From an optimization exercise on the open Yosys and OpenROAD flow, aimed at a short achievable clock period and few clock cycles; shortcuts taken in it are not production practice. Only the layout flow was run in this run; the RTL was not checked for function there. Power figures rest on the tool's default switching activity, not on a simulated workload.

[config.mk]
export PLATFORM = sky130hd
export DESIGN_NAME = rv32i_top
export DESIGN_NICKNAME = rv32i_top
export VERILOG_FILES = /design/flow/design.v
export SDC_FILE = /design/flow/constraint.sdc
export NUM_CORES = 4
export LEC_CHECK = 0
export CAP_MARGIN = 20
export CORE_MARGIN = 2
export CORE_UTILIZATION = 45
export PLACE_DENSITY = 0.6
export SLEW_MARGIN = 20
[constraint.sdc]
create_clock -name core_clock -period 8.0 [get_ports {clk}]
set_input_delay 1.6000 -clock core_clock [delete_from_list [all_inputs] [get_ports {clk}]]
set_output_delay 1.6000 -clock core_clock [all_outputs]
set_load 0.01 [all_outputs]
[design.v]
`timescale 1ns / 1ps
module alu #(
    parameter WIDTH = 32
)(
        input logic [WIDTH-1:0] op1,
        input logic [WIDTH-1:0] op2,
        input logic [3:0] alu_ctrl,
        output logic [WIDTH-1:0] alu_result,
        output logic zero,
        output logic less
    );
    always @(*) begin
        case (alu_ctrl)
            4'b0000: alu_result = op1 + op2;  
            4'b0001: alu_result = op1 - op2;  
            4'b0010: alu_result = ($signed(op1) < $signed(op2)) ? 1 : 0;  
            4'b0011: alu_result = (op1 < op2) ? 1 : 0;  
            4'b0100: alu_result = op1 ^ op2;  
            4'b0101: alu_result = op1 | op2;  
            4'b0110: alu_result = op1 & op2;  
            4'b0111: alu_result = op1 << op2[4:0];  
            4'b1000: alu_result = $signed(op1) >>> op2[4:0];  
            4'b1001: alu_result = op1 >> op2[4:0];  
            4'b1010: alu_result = op2;  
            default: alu_result = {WIDTH{1'b0}};  
        endcase
    end
    assign zero = ~|alu_result;
    assign less = (alu_ctrl == 4'b0011) ? (op1 < op2) : ($signed(op1) < $signed(op2));  
endmodule
`timescale 1ns / 1ps
module alu_control(
    input logic [2:0] alu_op,
    input logic [2:0] fun3,  
    input logic fun7,  
    output logic [3:0] alu_ctrl
);
    always @(*) begin
        case (alu_op)
            3'b010: begin  
                case (fun3)
                    3'b000: alu_ctrl = (fun7) ? 4'b0001 : 4'b0000;  
                    3'b010: alu_ctrl = 4'b0010;  
                    3'b011: alu_ctrl = 4'b0011;  
                    3'b100: alu_ctrl = 4'b0100;  
                    3'b110: alu_ctrl = 4'b0101;  
                    3'b111: alu_ctrl = 4'b0110;  
                    3'b001: alu_ctrl = 4'b0111;  
                    3'b101: alu_ctrl = (fun7) ? 4'b1000 : 4'b1001;  
                    default: alu_ctrl = 4'b1111;  
                endcase
            end
            3'b000: begin  
                case (fun3)
                    3'b000: alu_ctrl = 4'b0000;  
                    3'b010: alu_ctrl = 4'b0010;  
                    3'b011: alu_ctrl = 4'b0011;  
                    3'b100: alu_ctrl = 4'b0100;  
                    3'b110: alu_ctrl = 4'b0101;  
                    3'b111: alu_ctrl = 4'b0110;  
                    3'b001: alu_ctrl = 4'b0111;  
                    3'b101: alu_ctrl = (fun7) ? 4'b1000 : 4'b1001;  
                    default: alu_ctrl = 4'b1111;  
                endcase
            end
            3'b001: begin  
                case (fun3)
                    3'b000: alu_ctrl = 4'b0001;  
                    3'b001: alu_ctrl = 4'b0001;  
                    3'b100: alu_ctrl = 4'b0010;  
                    3'b101: alu_ctrl = 4'b0010;  
                    3'b110: alu_ctrl = 4'b0011;  
                    3'b111: alu_ctrl = 4'b0011;  
                    default: alu_ctrl = 4'b1111;  
                endcase
            end
            3'b011: begin  
                alu_ctrl = 4'b1010;  
            end
            3'b100: begin  
                alu_ctrl = 4'b0000;  
            end
            default: alu_ctrl = 4'b1111;  
        endcase
    end
endmodule
`timescale 1ns / 1ps
module main_control(
    input logic [6:0] opcode,
    output logic branch,
    output logic jump,
    output logic mem_write,
    output logic [1:0] memtoreg,
    output logic reg_write,
    output logic alu_src,
    output logic [2:0] alu_op
    );
    always_comb begin
        case (opcode)
            7'b0110011 : begin  
                reg_write = 1;
                mem_write = 0;
                memtoreg = 2'b00;
                alu_op = 3'b010;  
                alu_src = 0;
                branch = 0;
                jump = 0;
            end
            7'b0010011: begin  
                reg_write = 1;
                mem_write = 0;
                memtoreg = 2'b00;
                alu_op = 3'b000;  
                alu_src = 1;
                branch = 0;
                jump = 0;
            end
            7'b0000011: begin  
                reg_write = 1;
                mem_write = 0;
                memtoreg = 2'b01;
                alu_op = 3'b100;  
                alu_src = 1;
                branch = 0;
                jump = 0;
            end
            7'b1100111: begin  
                reg_write = 1;
                mem_write = 0;
                memtoreg = 2'b10;
                alu_op = 3'b100;
                alu_src = 1;
                branch = 0;
                jump = 1;
            end
            7'b1100011: begin  
                reg_write = 0;
                mem_write = 0;
                memtoreg = 2'b00;  
                alu_op = 3'b001;  
                alu_src = 0;
                branch = 1;
                jump = 0;
            end 
            7'b0100011: begin  
                reg_write = 0;
                mem_write = 1;
                memtoreg = 2'b00;  
                alu_op = 3'b100;
                alu_src = 1;
                branch = 0;
                jump = 0;
            end
            7'b1101111: begin  
                reg_write = 1;
                mem_write = 0;
                memtoreg = 2'b10;
                alu_op = 3'b100;
                alu_src = 1;
                branch = 0;
                jump = 1;
            end
            7'b0010111: begin  
                reg_write = 1;
                mem_write = 0;
                memtoreg = 2'b11;
                alu_op = 3'b100;
                alu_src = 1;
                branch = 0;
                jump = 0;
            end
            7'b0110111: begin  
                reg_write = 1;
                mem_write = 0;
                memtoreg = 2'b00;  
                alu_op = 3'b011;
                alu_src = 1;
                branch = 0;
                jump = 0;
            end
            default: begin
                reg_write = 0;
                mem_write = 0;
                memtoreg = 2'b00;
                alu_op = 3'b000;
                alu_src = 0;
                branch = 0;
                jump = 0;
            end
        endcase
    end
endmodule
`timescale 1ns / 1ps
module branch_controller(
    input logic branch,
    input logic [2:0] fun3,
    input logic zero,
    input logic less,
    output logic pc_sel
    );
    always @(*) begin
        if (branch) begin
            case (fun3)
                3'b000: pc_sel = zero;  
                3'b001: pc_sel = ~zero;  
                3'b100: pc_sel = less;   
                3'b101: pc_sel = ~less;  
                3'b110: pc_sel = less;   
                3'b111: pc_sel = ~less;  
                default: pc_sel = 1'b0;  
            endcase
        end else begin
            pc_sel = 1'b0;  
        end
    end
endmodule
`timescale 1ns / 1ps
module control_unit(
    input logic [6:0] opcode,
    input logic fun7,  
    input logic [2:0] fun3,  
    output logic branch,
    output logic jump,
    output logic mem_write,
    output logic [1:0] memtoreg,
    output logic reg_write,
    output logic alu_src,
    output logic [2:0] alu_op,
    output logic [3:0] alu_ctrl
    );
    main_control main_control_inst(
        .opcode(opcode),
        .branch(branch),
        .jump(jump),
        .mem_write(mem_write),
        .memtoreg(memtoreg),
        .reg_write(reg_write),
        .alu_src(alu_src),
        .alu_op(alu_op)
    );
    alu_control alu_control_inst(
        .alu_op(alu_op),
        .fun3(fun3),
        .fun7(fun7),
        .alu_ctrl
    );
endmodule
`timescale 1ns / 1ps
module imm_gen (
    input logic [31:0] inst,
    output logic [31:0] imm
    );
    logic [6:0] opcode;
    assign opcode = inst[6:0];
    always_comb begin
        case (opcode)
            7'b0010011: imm[0] = inst[20];  
            7'b0000011: imm[0] = inst[20];  
            7'b1100111: imm[0] = inst[20];  
            7'b0100011: imm[0] = inst[7];  
            default: imm[0] = 1'b0;
        endcase
    end
    always_comb begin
        case (opcode)
            7'b0010011: imm[4:1] = inst[24:21];  
            7'b0000011: imm[4:1] = inst[24:21];  
            7'b1100111: imm[4:1] = inst[24:21];  
            7'b0100011: imm[4:1] = inst[11:8];  
            7'b1100011: imm[4:1] = inst[11:8];  
            7'b1101111: imm[4:1] = inst[24:21];  
            default: imm[4:1] = 4'b0000;
        endcase
    end
    always_comb begin
        case (opcode)
            7'b0010011: imm[10:5] = inst[30:25];  
            7'b0000011: imm[10:5] = inst[30:25];  
            7'b1100111: imm[10:5] = inst[30:25];  
            7'b0100011: imm[10:5] = inst[30:25];  
            7'b1100011: imm[10:5] = inst[30:25];  
            7'b1101111: imm[10:5] = inst[30:25];  
            default: imm[10:5] = 6'b000000;
        endcase
    end
    always_comb begin
        imm[31] = inst[31];
    end
    always_comb begin
        case (opcode)
            7'b0010111: begin  
                imm[30:21] = inst[30:21];
                imm[19:12] = inst[19:12];
            end
            7'b0110111: begin  
                imm[30:21] = inst[30:21];
                imm[19:12] = inst[19:12];
            end
            7'b1101111: begin  
                imm[19:12] = inst[19:12];
                imm[30:21] = {10{inst[31]}};  
            end
            default: begin
                imm[30:21] = {10{inst[31]}};  
                imm[19:12] = {8{inst[31]}};  
            end
        endcase
    end
    always_comb begin
        case (opcode)
            7'b0010011: begin  
                imm[11] = inst[31];  
                imm[20] = inst[31];  
            end
            7'b0000011: begin  
                imm[11] = inst[31];  
                imm[20] = inst[31];  
            end
            7'b1100111: begin  
                imm[11] = inst[31];  
                imm[20] = inst[31];  
            end
            7'b1100011: begin  
                imm[11] = inst[7];
                imm[20] = inst[31];  
            end 
            7'b0100011: begin  
                imm[11] = inst[31];  
                imm[20] = inst[31];  
            end
            7'b0010111: begin  
                imm[11] = 1'b0;
                imm[20] = inst[20];
            end
            7'b0110111: begin  
                imm[11] = 1'b0;
                imm[20] = inst[20];
            end
            7'b1101111: begin  
                imm[11] = inst[20];
                imm[20] = inst[31];
            end
            default: begin
                imm[11] = 1'b0;
                imm[20] = inst[31];  
            end
        endcase
    end
endmodule
`timescale 1ns / 1ps
module reg_file #(
    parameter WIDTH = 32
)(
        input logic clk,
        input logic reset_n,
        input logic reg_write,
        input logic [$clog2(WIDTH)-1:0] raddr1,
        input logic [$clog2(WIDTH)-1:0] raddr2,
        input logic [$clog2(WIDTH)-1:0] waddr,
        input logic [WIDTH-1:0] wdata,
        output logic [WIDTH-1:0] rdata1,
        output logic [WIDTH-1:0] rdata2
    );
    logic [WIDTH-1:0] x [0:WIDTH-1];
    always_ff @(posedge clk, negedge reset_n) begin
        if (!reset_n)
            for (int i = 0; i < WIDTH; i++) begin
                x[i] <= 0;
            end
        else if (reg_write)
            x[waddr] <= wdata;
    end
    always_comb begin
        rdata1 = (raddr1 == 0) ? {WIDTH{1'b0}} : x[raddr1];
        rdata2 = (raddr2 == 0) ? {WIDTH{1'b0}} : x[raddr2];
    end
endmodule
`timescale 1ns / 1ps
module n_bit_reg #(parameter n = 64)
(
input logic clk, 
input logic reset_n, 
input logic en,
input logic clr,
input logic [n -1:0] data_in, 
output logic [n -1:0] data_out
    );
always @(posedge clk, negedge reset_n)
begin
    if (!reset_n) 
        data_out<=0;
    else if (clr)
        data_out <= 0;
    else if (en)
        data_out <= data_in;
    end    
endmodule
`timescale 1ns / 1ps
module program_counter #(
    parameter n = 32  
)(
    input logic clk,
    input logic reset_n,
    input logic en,
    input logic [n-1:0] data_in,
    output logic [n-1:0] data_o
    );
    always_ff @(posedge clk, negedge reset_n) begin
        if (!reset_n)
            data_o <= 0;
        else if (en)
            data_o <= data_in;
    end
endmodule
`timescale 1ns / 1ps
module alignment_unit(
    input logic [31:0] addr,
    input logic [2:0] funct3,
    output logic [3:0] wsel,
    output logic W, 
    output logic HW, 
    output logic unsign   
     );
     always_comb begin
        HW = funct3[0]; 
        W = funct3[1];
        unsign = funct3[2];  
        if(funct3[1])
            wsel = 4'b1111;
        else if(funct3[0])  
            wsel =(addr[1])? 4'b1100:4'b0011;
        else begin  
            case(addr[1:0])
                2'b00: begin
                    wsel = 4'b0001;
                end 
                2'b01: begin
                    wsel = 4'b0010;
                end 
                2'b10: begin
                    wsel = 4'b0100;
                end
                2'b11: begin
                    wsel = 4'b1000;
                end 
            default: 
                wsel = 4'b0000;
            endcase
        end
    end 
endmodule
`timescale 1ns / 1ps
module data_mem #(
    parameter WIDTH = 32
)(
        input logic mem_write,
        input logic [WIDTH-1:0] addr,
        input logic [WIDTH-1:0] wdata,
        input logic [2:0] fun3,
        input logic [WIDTH-1:0] dmem_o,      
        output logic [3:0] wstrb,            
        output logic [WIDTH-1:0] wdata_o,    
        output logic [WIDTH-1:0] rdata
    );
    logic [3:0] wsel;
    logic W, HW, unsign;
    alignment_unit align_unit_inst(
        .addr(addr),
        .funct3(fun3),
        .wsel(wsel),
        .W(W), 
        .HW(HW), 
        .unsign(unsign)   
     ); 
    assign wstrb = mem_write ? wsel : 4'b0000;
    always_comb begin
        if (W)
            wdata_o = wdata;
        else if (HW)
            wdata_o = {2{wdata[15:0]}};  
        else
            wdata_o = {4{wdata[7:0]}};   
    end
    logic [7:0] selected_byte;
    logic [15:0] selected_halfword;
    always_comb begin
        case (addr[1:0])
            2'b00: selected_byte = dmem_o[7:0];
            2'b01: selected_byte = dmem_o[15:8];
            2'b10: selected_byte = dmem_o[23:16];
            2'b11: selected_byte = dmem_o[31:24];
            default: selected_byte = dmem_o[7:0];
        endcase
        selected_halfword = addr[1] ? dmem_o[31:16] : dmem_o[15:0];
        if (W)
            rdata = dmem_o;  
        else begin
            case ({unsign, HW})
                2'b10: rdata = {24'b0, selected_byte};  
                2'b11: rdata = {16'b0, selected_halfword};  
                2'b00: rdata = {{24{selected_byte[7]}}, selected_byte};  
                2'b01: rdata = {{16{selected_halfword[15]}}, selected_halfword};  
                default: rdata = 32'b0; 
             endcase
        end
    end
endmodule
`timescale 1ns / 1ps
module data_path_pl(
    input logic clk,
    input logic reset_n,
    input logic reg_write,
    input logic alu_src,
    input logic [3:0] alu_ctrl,
    input logic jump,
    input logic branch,
    input logic mem_write,
    input logic [1:0] memtoreg,
    output logic [31:0] inst,           
    output logic [31:0] imem_addr,
    input logic [31:0] imem_rdata,
    output logic [31:0] dmem_addr,
    output logic [31:0] dmem_wdata,
    output logic [3:0] dmem_wstrb,
    input logic [31:0] dmem_rdata
    );
    localparam WIDTH = 32;
    logic stall;       
    logic redirect;    
    logic [WIDTH-1:0] next_pc, pc_plus_4_if;  
    logic [WIDTH-1:0] current_pc_if;
    logic [WIDTH-1:0] pc_target_mem;
    program_counter #(.n(WIDTH)) pc_inst(
        .clk(clk),
        .reset_n(reset_n),
        .en(redirect | ~stall),
        .data_in(next_pc),
        .data_o(current_pc_if)  
        );
    logic [31:0] inst_if;  
    assign pc_plus_4_if = current_pc_if + 4;  
    assign next_pc = redirect ? pc_target_mem : pc_plus_4_if;
    assign imem_addr = current_pc_if;
    assign inst_if = imem_rdata;
    logic [WIDTH*3-1:0] obus_if;
    logic [WIDTH*3-1:0] ibus_id;
    assign obus_if = {inst_if, current_pc_if, pc_plus_4_if};  
    n_bit_reg #(.n(3*WIDTH)) if_id_reg (
        .clk(clk),
        .reset_n(reset_n),
        .en(~stall),
        .clr(redirect),
        .data_in(obus_if),
        .data_out(ibus_id)
    );
    logic [WIDTH-1:0] inst_id, current_pc_id, pc_plus_4_id;
    assign {inst_id, current_pc_id, pc_plus_4_id} = ibus_id;  
    assign inst = inst_id;
    logic [$clog2(WIDTH)-1:0] rs1, rs2, rd;
    logic [WIDTH-1:0] reg_rdata1_id, reg_rdata2_id, reg_wdata;
    logic reg_write_wb;
    logic [4:0] rd_wb;
    assign rs1 = inst_id[19:15];
    assign rs2 = inst_id[24:20];
    assign rd = inst_id[11:7];
    reg_file #(.WIDTH(WIDTH)) reg_file_inst(
        .clk(clk),
        .reset_n(reset_n),
        .reg_write(reg_write_wb),
        .raddr1(rs1),
        .raddr2(rs2),
        .waddr(rd_wb),
        .wdata(reg_wdata),
        .rdata1(reg_rdata1_id),  
        .rdata2(reg_rdata2_id)
    );
    logic [WIDTH-1:0] imm_id; 
    imm_gen imm_gen_inst(
    .inst(inst_id),
    .imm(imm_id)
    );
    logic [6:0] opcode_id;
    logic use_rs1, use_rs2;
    logic reg_write_exe, reg_write_mem;
    logic [4:0] rd_exe, rd_mem;
    assign opcode_id = inst_id[6:0];
    assign use_rs1 = (opcode_id == 7'b0110011) | (opcode_id == 7'b0010011) | (opcode_id == 7'b0000011) |
                     (opcode_id == 7'b0100011) | (opcode_id == 7'b1100011) | (opcode_id == 7'b1100111);
    assign use_rs2 = (opcode_id == 7'b0110011) | (opcode_id == 7'b0100011) | (opcode_id == 7'b1100011);
    function automatic logic raw(input logic [4:0] rs, input logic use_rs,
                                 input logic w_exe, input logic [4:0] d_exe,
                                 input logic w_mem, input logic [4:0] d_mem,
                                 input logic w_wb,  input logic [4:0] d_wb);
        raw = use_rs && (rs != 5'd0) &&
              ((w_exe && rs == d_exe) || (w_mem && rs == d_mem) || (w_wb && rs == d_wb));
    endfunction
    assign stall = raw(rs1, use_rs1, reg_write_exe, rd_exe, reg_write_mem, rd_mem, reg_write_wb, rd_wb) |
                   raw(rs2, use_rs2, reg_write_exe, rd_exe, reg_write_mem, rd_mem, reg_write_wb, rd_wb);
    logic [WIDTH*6-1:0] obus_id, ibus_exe;
    logic [9:0] ctrl_id, ctrl_exe;
    assign ctrl_id = {reg_write, mem_write, memtoreg, alu_src, alu_ctrl, jump};
    assign obus_id = {pc_plus_4_id, current_pc_id, reg_rdata1_id, reg_rdata2_id, imm_id, inst_id};
    n_bit_reg #(.n(WIDTH*6)) id_exe_reg (  
        .clk(clk),
        .reset_n(reset_n),
        .en(1'b1),
        .clr(redirect | stall),
        .data_in(obus_id),
        .data_out(ibus_exe)
    );
    logic branch_exe;
    n_bit_reg #(.n(11)) id_exe_ctrl_reg (
        .clk(clk),
        .reset_n(reset_n),
        .en(1'b1),
        .clr(redirect | stall),
        .data_in({ctrl_id, branch}),
        .data_out({ctrl_exe, branch_exe})
    );
    logic [WIDTH-1:0] pc_plus_4_exe, current_pc_exe, reg_rdata1_exe, reg_rdata2_exe, imm_exe, inst_exe;
    assign {pc_plus_4_exe, current_pc_exe, reg_rdata1_exe, reg_rdata2_exe, imm_exe, inst_exe} = ibus_exe;
    logic mem_write_exe, alu_src_exe, jump_exe;
    logic [1:0] memtoreg_exe;
    logic [3:0] alu_ctrl_exe;
    assign {reg_write_exe, mem_write_exe, memtoreg_exe, alu_src_exe, alu_ctrl_exe, jump_exe} = ctrl_exe;
    assign rd_exe = inst_exe[11:7];
    logic [WIDTH-1:0] alu_op2, alu_result_exe;
    logic zero_exe, less_exe;
    assign alu_op2 = alu_src_exe ? imm_exe : reg_rdata2_exe;
    alu #(.WIDTH(WIDTH)) alu_inst(
        .op1(reg_rdata1_exe),
        .op2(alu_op2),
        .alu_ctrl(alu_ctrl_exe),
        .alu_result(alu_result_exe),
        .zero(zero_exe),
        .less(less_exe)
    );
    logic [WIDTH-1:0] pc_plus_imm_exe, pc_jalr_exe;
    assign pc_plus_imm_exe = current_pc_exe + imm_exe;
    assign pc_jalr_exe = (imm_exe + reg_rdata1_exe) & ~32'd1;
    logic [WIDTH*6+1:0] obus_exe, ibus_mem;  
    assign obus_exe = {pc_plus_4_exe, pc_plus_imm_exe, pc_jalr_exe, alu_result_exe, reg_rdata2_exe, inst_exe, zero_exe, less_exe};
    n_bit_reg #(.n(6*WIDTH+2)) exe_mem_reg (
        .clk(clk),
        .reset_n(reset_n),
        .en(1'b1),
        .clr(redirect),
        .data_in(obus_exe),
        .data_out(ibus_mem)
    );
    logic [9:0] ctrl_mem;
    logic branch_mem;
    n_bit_reg #(.n(11)) exe_mem_ctrl_reg (
        .clk(clk),
        .reset_n(reset_n),
        .en(1'b1),
        .clr(redirect),
        .data_in({ctrl_exe, branch_exe}),
        .data_out({ctrl_mem, branch_mem})
    );
    logic [WIDTH-1:0] pc_plus_4_mem, pc_plus_imm_mem, pc_jalr_mem, alu_result_mem, reg_rdata2_mem, inst_mem;
    logic zero_mem, less_mem;
    assign {pc_plus_4_mem, pc_plus_imm_mem, pc_jalr_mem, alu_result_mem, reg_rdata2_mem, inst_mem, zero_mem, less_mem} = ibus_mem;
    logic mem_write_mem, jump_mem;
    logic [1:0] memtoreg_mem;
    assign reg_write_mem = ctrl_mem[9];
    assign mem_write_mem = ctrl_mem[8];
    assign memtoreg_mem = ctrl_mem[7:6];
    assign jump_mem = ctrl_mem[0];
    assign rd_mem = inst_mem[11:7];
    logic [WIDTH-1:0] mem_rdata_mem;
    logic [2:0] fun3;
    assign fun3 = inst_mem[14:12];  
    data_mem #(.WIDTH(WIDTH)) data_mem_inst(
        .mem_write(mem_write_mem),
        .addr(alu_result_mem),
        .wdata(reg_rdata2_mem),
        .fun3(fun3),
        .dmem_o(dmem_rdata),
        .wstrb(dmem_wstrb),
        .wdata_o(dmem_wdata),
        .rdata(mem_rdata_mem)
    );
    assign dmem_addr = alu_result_mem;
    logic pc_sel_branch;
    branch_controller branch_controller_inst(
        .branch(branch_mem),
        .fun3(fun3),
        .zero(zero_mem),
        .less(less_mem),
        .pc_sel(pc_sel_branch)
    );
    logic [WIDTH-1:0] pc_jump_mem;
    logic pc_sel;
    assign pc_jump_mem = (jump_mem & ~inst_mem[3]) ? pc_jalr_mem : pc_plus_imm_mem;
    assign pc_sel = pc_sel_branch | jump_mem;
    assign redirect = pc_sel;
    assign pc_target_mem = pc_jump_mem;
    logic [WIDTH*4-1:0] obus_mem, ibus_wb;
    assign obus_mem = {mem_rdata_mem, alu_result_mem, pc_plus_4_mem, pc_jump_mem};
    n_bit_reg #(.n(WIDTH*4)) mem_wb_reg (
        .clk(clk),
        .reset_n(reset_n),
        .en(1'b1),
        .clr(1'b0),
        .data_in(obus_mem),
        .data_out(ibus_wb)
    );
    logic [1:0] memtoreg_wb;
    n_bit_reg #(.n(8)) mem_wb_ctrl_reg (
        .clk(clk),
        .reset_n(reset_n),
        .en(1'b1),
        .clr(1'b0),
        .data_in({reg_write_mem, memtoreg_mem, rd_mem}),
        .data_out({reg_write_wb, memtoreg_wb, rd_wb})
    );
    logic [WIDTH-1:0] mem_rdata_wb,alu_result_wb, pc_plus_4_wb, pc_jump_wb;
    assign {mem_rdata_wb, alu_result_wb, pc_plus_4_wb, pc_jump_wb} = ibus_wb;
    always_comb begin
        case (memtoreg_wb)
            2'b00: reg_wdata = alu_result_wb;  
            2'b01: reg_wdata = mem_rdata_wb;  
            2'b10: reg_wdata = pc_plus_4_wb;  
            default: reg_wdata = pc_jump_wb;  
        endcase
    end
endmodule
`timescale 1ns / 1ps
module rv32i_top(
    input logic clk,  
    input logic reset_n,
    output logic [31:0] imem_addr,
    input logic [31:0] imem_rdata,
    output logic [31:0] dmem_addr,
    output logic [31:0] dmem_wdata,
    output logic [3:0] dmem_wstrb,
    input logic [31:0] dmem_rdata
    );
    logic [31:0] inst;      
    logic [6:0] opcode;          
    logic [2:0] fun3;          
    logic fun7;                  
    logic branch;
    logic jump;
    logic mem_write;
    logic [1:0] memtoreg;
    logic reg_write;
    logic alu_src;
    logic [2:0] alu_op;
    logic [3:0] alu_ctrl; 
    assign opcode = inst[6:0];
    assign fun3 = inst[14:12];
    assign fun7 = inst[30];
    control_unit cu(
        .opcode(opcode),
        .fun7(fun7),  
        .fun3(fun3),  
        .branch(branch),
        .jump(jump),
        .mem_write(mem_write),
        .memtoreg(memtoreg),
        .reg_write(reg_write),
        .alu_src(alu_src),
        .alu_op(alu_op),
        .alu_ctrl(alu_ctrl)
        );
    data_path_pl dp(
        .clk(clk),
        .reset_n(reset_n),
        .reg_write(reg_write),
        .alu_src(alu_src),
        .alu_ctrl(alu_ctrl),
        .jump(jump),
        .branch(branch),
        .mem_write(mem_write),
        .memtoreg(memtoreg),
        .inst(inst),
        .imem_addr(imem_addr),
        .imem_rdata(imem_rdata),
        .dmem_addr(dmem_addr),
        .dmem_wdata(dmem_wdata),
        .dmem_wstrb(dmem_wstrb),
        .dmem_rdata(dmem_rdata)
    );
endmodule
[run.sh]
#!/bin/bash
# synth_recipe.tcl (not shown) runs the flow's synth.tcl, then flattens the netlist and writes it again
# the make line also repeats each setting of config.mk as NAME=value (left out here)
make -C /OpenROAD-flow-scripts/flow DESIGN_CONFIG=/design/flow/config.mk WORK_HOME=/design/flow/orfs CLKGATE_MAP_FILE= SYNTH_SCRIPT=/design/flow/synth_recipe.tcl finish
==> summary.txt <==
* DP Area at around 0.087 mm^2
* Post-route ant nets at 0
* Multiplexer area fraction after synthesis at 0.0540
* Mapped Area at 0.0825 mm^2
* Overflow after GRT at 0
* Post-CTS Hold Buffers at 0
* Max-slew headroom at 0.0884
* Most area-hungry cell type in the Yosys netlist: dfrtp_1
* Largest family of logic cells by synthesized area: compound AO/OA/AOI/OAI gates
* Row count at 157
* IO Count at 166
* Worst path arrival time at 6580 ps
* Synth cell types at 90
* CTS Buf Count at 174
* Area grow syn2layout at 12.7%
* Initial antenna violation count at 28
* Max Buffers Root-to-Sink at 3
* Fill cells at 17000
* PortBufs at around 170
* Crit-path max FO at 25
* WP data required at 8750 ps
* Worst hold endpoint: dp.mem_wb_reg.data_out[36]
* Worst Hold Launch: dp.exe_mem_reg.data_out[166]
* PostCTS Resize Cnt at 0
* Placeable core area at 0.183 mm^2
* Outcome: no timing/DRC/antenna violations
* CP Launch Type: flop
* First-pass GRT wire length at 565 mm
* R2R Path End: dp.exe_mem_reg.data_out[1]
* Worst slew pin tran at roughly 1400 ps
* Sequential cell area at 0.0403 mm^2
* Area of the multi-input gates at 0.0396 mm^2
* Total power at roughly 22 mW
* CTS H-tree lvls at 4
* Post-synth top flop: dfrtp_1
* Cell total after placement at 10700
* Area contributors post-synth: dfrtp_1 (49%), o21ai_0 (7.1%), nand2_1 (6.1%), a22oi_1 (3.2%), clkbuf_1 (3.1%)
* Endpoints failing hold at 0
* Die footprint at 0.187 mm^2
* Layout cell share with drive strength beyond 1 at 0.102
* Finished Layout Cells at 11100
* Initial Util at 0.452
* Post-synthesis sequential area ratio at 0.488
* Max Cap Viol at 0
* Vias in the first global route at 72800
* Cell area after layout at 0.0930 mm^2
* Clk slew on worst S/H paths at 60 ps
* Synthesized Nets at between 8000 and 9000
* Peak supply drop at 183 uV
* Clock Skew at 68.4 ps
* Pre-Repair DR Iteration Count at 12
* FF-to-FF Start: dp.id_exe_ctrl_reg.data_out[6]
* Final GP Congestion at a little over 1
* Post-DR wirelength/cell at about 36 um
* R2r worst-path depth at 14
* Util after Layout at 0.509
* R2R Setup Slk at between 2000 and 2500 ps
* Final TNS setup at 0 ps
* RSZ-0062 raised after global routing: no
* Post-Synth Adder-Cell Area at 0.0264
* Fmax at 171 MHz
* Hold Crit Depth at 0
* First-iteration detailed-routing DRC count at between 10000 and 15000
* Avg Cell Area, Syn at around 9.5 um^2
* Final setup viols at 0
* Setup Crit Path Kind: reg2reg
* Clock Latency Late Sink at 890 ps
* Die Span Y at 432 um
* Worst Hold Margin at 333 ps
* Total Wirelength at 403 mm
* Hold crit path type: reg2reg
* CTS tree: built
* Vias at 76900
* Synth async-reset ratio at 1.00
* Fin. max-slew vios at 0
* Final #Nets at 8767
* Post-synthesis simple-gate area fraction at 0.142
* Compound-gate portion of the synthesized area at 0.229
* Clock Sinks at roughly 1600
* Pwr dens at approximately 230 mW/mm^2
* Hpwl dp at 252 mm
* XOR/XNOR Fraction of Synth Area at 0.0161
* Place WS at 2320 ps
* #FFs+latches synth at 1608
* Post-synth top area share at 0.488
* CP endpoint kind: flop
* Post-Syn Instances at 8730
* Postcts setup bufs at 0
* Ys Warns at 17
* Min Tclk post-route at 5830 ps
* Die W at 432 um
* CTS root buf: clkbuf_16
* Total global-route track usage at 0.427
* Vias per std cell at 6.94
* Largest net degree at the start of global routing at 235
* Final worst slack at 2170 ps
* Final period util at 0.729
* Post-synth EDFFs at 0
* Number of remaining DRC errors at 0
* Leakage at 40.3 nW
==> layer usage <==
metal / up-vias / share of wire / GRT usage
met5: - / 0.0013 / 0.0146
met4: 28 / 0.087 / 0.291
met3: 1880 / 0.12 / 0.134
met2: 5835 / 0.42 / 0.619
met1: 37700 / 0.37 / 0.542
li1: 31400 / - / -
==> synth_stat cells, drive strengths merged (16+ instances only) <==
library cell	number
and2	109
a31oi	34
and3	107
o31ai	22
ha	168
o21ai	1175
xor2	84
nor4	25
mux4	63
o211ai	32
buf	119
a22o	256
a21o	52
mux2i	196
xnor2	68
mux2	92
a21oi	353
inv	113
nand2	1336
nor3	196
nor2b	21
nand4	147
a211oi	67
a22oi	349
dfrtp	1608
nand3	139
o221ai	16
a222oi	68
nand2b	33
o21a	19
a221oi	278
nor2	452
clkbuf	682
o22ai	23
==> sequential cells by signal, indices dropped and copies added, names as in the netlist <==
signal / cells
dp.exe_mem_reg.data_out: 170
dp.if_id_reg.data_out: 94
dp.exe_mem_ctrl_reg.data_out: 6
dp.mem_wb_reg.data_out: 128
dp.id_exe_ctrl_reg.data_out: 11
dp.id_exe_reg.data_out: 167
dp.pc_inst.data_o: 32
dp.mem_wb_ctrl_reg.data_out: 8
dp.reg_file_inst.x: 992
==> power by group <==
group / switching (mW) / internal [mW] / total [mW]
registers: 0.680 / 9.02 / 9.70
clock network: 3.60 / 4.85 / 8.45
logic: 2.31 / 1.30 / 3.61
total: 6.59 / 15.2 / 21.8
==> worst max-delay path: stages, from the launching register on <==
cell	delay [ps]
dfrtp_2	620
buf_4	500
mux2i_1	830
ha_1	520
or2_0	430
o31ai_1	270
a2bb2oi_1	300
nand3_1	240
a21oi_1	300
a21oi_1	240
o31ai_1	370
o311ai_0	200
a2111oi_0	580
nand4b_1	170
nor2_1	130
==> how the worst max path moves through the flow <==
stage	slack, ps	startpoint	endpoint
2_1_floorplan	3350	dp.id_exe_ctrl_reg.data_out[6]	dp.exe_mem_reg.data_out[1]
3_3_place_gp	2330	dp.id_exe_ctrl_reg.data_out[6]	dp.exe_mem_reg.data_out[1]
3_5_place_dp	2320	dp.id_exe_ctrl_reg.data_out[6]	dp.exe_mem_reg.data_out[1]
4_1_cts	2250	dp.id_exe_ctrl_reg.data_out[6]	dp.exe_mem_reg.data_out[1]
5_1_grt	1970	dp.id_exe_ctrl_reg.data_out[6]	dp.exe_mem_reg.data_out[1]
6_report	2170	dp.id_exe_ctrl_reg.data_out[6]	dp.exe_mem_reg.data_out[1]
==> area by class of cell <==
class	instances	area share
flip-flops and latches	1608	0.433
inverters	116	0.00474
clock buffers	255	0.0551
well taps	2385	0.0321
diodes	15	0.000404
multi-input cells	6205	0.426
clock inverters	60	0.00888
repair buffers	424	0.0405
==> layout by cell type, fill, tap and decap left out, types with 34 or more instances in the layout <==
cell             instances
nand3_1                131
buf_4                  247
dfrtp_1               1602
nor2_4                  61
nand2_1               1312
a222oi_1                68
xor2_1                  84
clkbuf_8                38
nor2_1                 389
clkbuf_16              178
and3_1                 107
and2_1                 109
mux4_2                  60
mux2_2                  92
a31oi_1                 34
clkbuf_1                39
a221oi_1               278
a22o_1                 256
a21oi_1                352
xnor2_1                 68
mux2i_1                190
a22oi_1                349
ha_1                   168
a21o_1                  51
nor3_1                 189
o21ai_0               1140
nand4_1                147
a211oi_1                66
inv_1                  109
clkdlybuf4s50_1        164
==> cells by family (layout without fill, tap and decap cells) <==
| logic type | after synthesis | count (layout) |
|---|---|---|
| AND/OR/NAND/NOR | 2640 | 2640 |
| XOR/XNOR | 152 | 152 |
| other | 0 | 15 |
| multiplexers | 351 | 351 |
| adder cells (fa/ha/maj) | 172 | 172 |
| AO/OA/AOI/OAI | 2890 | 2890 |
| flip-flops | 1608 | 1608 |
| buffers and inverters | 917 | 855 |

-- separate check: timing with driven ports --
Ports are ideal in the flow. The routed layout listed here was re-timed in OpenROAD. Step 1, drivers: a clkbuf_16 drives clk and a buf_2 each remaining input, both assumed. Step 2 also shifts input and output timing later by t, the mid clock arrival at the registers, as if the neighbouring blocks saw the same clock. a / b / c = ideal / step 1 / step 2; a / b = the first two.
t (ns): 0.947
setup slack, ns: 2.166 / 2.166 / 2.166
worst data-port slew with drivers (ns): 0.08
After both steps this run still meets setup and hold. The setup slack of this run moves by 0.000 ns with the drivers and by 0.000 ns with both steps.
